This design comes from an exercise in tuning for small area, a short achievable clock period and few clock cycles per item on the open sky130 flow, not from production work. Where RTL was checked, it was by simulation tests only, not by an equivalence proof against the original.

## bitcoin_miner
module bitcoin_miner (
  input wire clk,
  input wire rst,
  input wire start,
  input wire [255:0] first_block_hash,
  input wire [127:0] second_block,
  input wire [255:0] target,
  input wire [31:0]  max_nonce,
  output reg running,
  output reg found,
  output reg [31:0] nonce
  );
  localparam [255:0] IV = {
    32'h6a09e667, 32'hbb67ae85, 32'h3c6ef372, 32'ha54ff53a,
    32'h510e527f, 32'h9b05688c, 32'h1f83d9ab, 32'h5be0cd19};
  localparam [1:0] PH_IDLE = 2'd0;
  localparam [1:0] PH_RF   = 2'd1;
  localparam [1:0] PH_H1   = 2'd2;
  localparam [1:0] PH_H2   = 2'd3;
  reg [1:0] phase;
  reg [6:0] rnd;
  reg [31:0] kreg;
  reg hi_eq, hi_lt, lo_eq, lo_lt;
  reg [3:0] sel_t;
  reg [31:0] op_a, op_e;
  reg last_nonce;
  reg [31:0] a, b, c, d, e, f, g, h;
  reg [511:0] w;
  function [31:0] bswap;
    input [31:0] x;
    bswap = {x[7:0], x[15:8], x[23:16], x[31:24]};
  endfunction
  function [31:0] word;
    input [255:0] v;
    input integer i;
    word = v[255 - 32 * i -: 32];
  endfunction
  wire [31:0] sig1 = {e[5:0], e[31:6]} ^ {e[10:0], e[31:11]} ^ {e[24:0], e[31:25]};
  wire [31:0] sig0 = {a[1:0], a[31:2]} ^ {a[12:0], a[31:13]} ^ {a[21:0], a[31:22]};
  wire [31:0] ch   = (e & f) ^ (~e & g);
  wire [31:0] maj  = (a & b) | (a & c) | (b & c);
  wire [31:0] w0   = w[32*0 +: 32];
  wire [31:0] s_hkw, c_hkw, s_t, c_t, s_a1, c_a1, s_a2, c_a2, s_e1, c_e1, s_e2, c_e2;
  csa32 u_hkw (.x(h), .y(kreg), .z(w0), .s(s_hkw), .c(c_hkw));
  ...
Size: roughly 7500 cells after synthesis, roughly 710 I/O pins, ~57000 sq um of cells after synthesis.
export LEC_CHECK = 0
export ABC_AREA = 1
export CAP_MARGIN = 20
export CORE_MARGIN = 2
export CORE_UTILIZATION = 40
export CTS_CLUSTER_DIAMETER = 80
export CTS_CLUSTER_SIZE = 24
export SETUP_SLACK_MARGIN = 4.5
export SLEW_MARGIN = 20
export SYNTH_HIERARCHICAL = 1
create_clock -name core_clock -period 8.5 [get_ports {clk}]
standard.sh (not shown) runs the stock make flow with config.mk's settings and CLKGATE_MAP_FILE= SYNTH_SCRIPT=/design/flow/synth_recipe.tcl, a recipe that flattens the netlist after the stock synthesis.
==> flow/flow/run.sh <==
#!/bin/bash
# The standard layout, with the port buffers made of the smallest
# buffer cell instead of the flow's default delay buffer.
set -euo pipefail
bash standard.sh "BUFFER_PORTS_ARGS=-buffer_cell sky130_fd_sc_hd__buf_1" finish > standard.log 2>&1
==> next run, changes <==
--- a/flow/design.v
+++ b/flow/design.v
@@ -217,69 +217,65 @@
   end
   wire hit = hi_lt | (hi_eq & (lo_lt | lo_eq));
   wire in_h1 = (phase == PH_H1);
   wire in_h2 = (phase == PH_H2);
   wire in_rf = (phase == PH_RF);
   wire r61 = (rnd == 7'd61);
   wire r63 = (rnd == 7'd63);
   wire r64 = (rnd == 7'd64);
   wire r65 = (rnd == 7'd65);
   wire [31:0] nonce_inc = nonce + {31'd0, in_h2};
   reg load_h1, load_iv, early_stop;
-  wire [7:0] top_byte = e[7:0] + 8'h19;
-  wire rej_now = top_byte > target[255:248];
+  wire rej_now = first_w & ~(hi_w_lt | hi_w_eq);
   always @(posedge clk) begin
     if (rst) begin
       load_h1 <= 1'b0;
       load_iv <= 1'b0;
       early_stop <= 1'b0;
     end else begin
       load_h1 <= (in_h2 & r61 & rej_now & ~last_nonce) | (in_rf & r61);
       load_iv <= in_h1 & r63;
       early_stop <= in_h2 & r61 & rej_now & last_nonce;
     end
   end
   wire full_end  = in_h2 & r65;                     
   wire to_rf     = full_end & ~hit & ~last_nonce;
   wire stop      = early_stop | (full_end & (hit | last_nonce));
   wire start_ok  = (phase == PH_IDLE) & start;
-  reg [6:0] rnd_inc;
+  wire [6:0] rnd_inc = rnd + 7'd1;
   reg [6:0] rnd_nxt;
   always @* begin
     if (load_h1 | load_iv) rnd_nxt = 7'd0;
     else if (to_rf | start_ok) rnd_nxt = 7'd48;
     else rnd_nxt = rnd_inc;
   end
   wire [31:0] k_inc;
   sha256_k u_k (.idx(rnd_inc[5:0]), .k(k_inc));
-  wire ff_rng = (rnd_inc >= 7'd61) & (rnd_inc <= 7'd64);
-  wire ff_nxt = phase[1] & ~load_h1 & ~load_iv & ff_rng;
-  reg [3:0] sel_nxt, opsel;
+  wire ff_nxt = phase[1] & ~load_h1 & ~load_iv & (rnd_inc >= 7'd61) & (rnd_inc <= 7'd64);
+  reg [3:0] sel_nxt;
   reg [31:0] op_a_nxt, op_e_nxt;
   always @* begin
     op_a_nxt = 32'h0; op_e_nxt = 32'h0;
     for (k = 0; k < 4; k = k + 1) begin
       sel_nxt[k] = ff_nxt & (rnd_inc[1:0] == ((k + 1) & 3));
-      opsel[k] = ff_rng & (rnd_inc[1:0] == ((k + 1) & 3));
       if (in_h1) begin
-        op_a_nxt = op_a_nxt | ({32{opsel[k]}} & word(first_block_hash, 3 - k));
-        op_e_nxt = op_e_nxt | ({32{opsel[k]}} & word(first_block_hash, 7 - k));
+        op_a_nxt = op_a_nxt | ({32{sel_nxt[k]}} & word(first_block_hash, 3 - k));
+        op_e_nxt = op_e_nxt | ({32{sel_nxt[k]}} & word(first_block_hash, 7 - k));
       end else begin
-        op_a_nxt = op_a_nxt | ({32{opsel[k]}} & word(IV, 3 - k));
-        op_e_nxt = op_e_nxt | ({32{opsel[k]}} & word(IV, 7 - k));
+        op_a_nxt = op_a_nxt | ({32{sel_nxt[k]}} & word(IV, 3 - k));
+        op_e_nxt = op_e_nxt | ({32{sel_nxt[k]}} & word(IV, 7 - k));
       end
     end
   end
   always @(posedge clk) begin
     rnd <= rnd_nxt;
-    rnd_inc <= rnd_nxt + 7'd1;
     kreg <= (load_h1 | load_iv) ? 32'h428a2f98 : k_inc;
     sel_t <= sel_nxt;
     op_a <= op_a_nxt;
     op_e <= op_e_nxt;
     last_nonce <= (nonce == max_nonce);
   end
   always @(posedge clk) begin
     if (rst) begin
       phase <= PH_IDLE;
       running <= 1'b0;
       found <= 1'b0;
Effect:
- routed wire length falls by 0.86%
- via count falls by 3.1%
- worst hold slack is better by 0.0099 ns
- final cell count falls by 4.2%
- design area falls by 0.37%
- non-clock buffer count rises by 85
- fmax hardly moves
- setup slack is better by 0.012 ns
- clock skew falls by 0.017 ns
Testbench counts after the change, summed over its fixed seeds: cycles 242,107, nonces 1,887.
For the first run of this note, only the layout was checked, not whether the RTL still works.

[separate check: timing with driven ports]
In the flow no input, the clock included, has a driving cell. The finished layouts below were timed again as built, in two steps.
Step 1 assumes that a clkbuf_16 drives the clock port and a buf_2 every other input.
Step 2 adds t to the input delays and takes it off the output delays; t is the mean of the earliest and latest rising clock arrival at the registers after step 1. Input paths then give back, and output paths get back, about the clock's delay inside the block.
a / b / c = no drivers / after step 1 / after step 2; a / b = the first two.
run	shift t [ns]	setup slack, ns	worst setup path at the end
the first run	0.782	4.353 / 4.353 / 4.082	input to register
the second run	0.806	4.365 / 4.365 / 4.111	input to register
After both steps setup and hold are still met in every run listed. For the first run, which loses most, drivers alone change the setup slack by 0.000 ns; drivers and shift together by -0.271 ns.
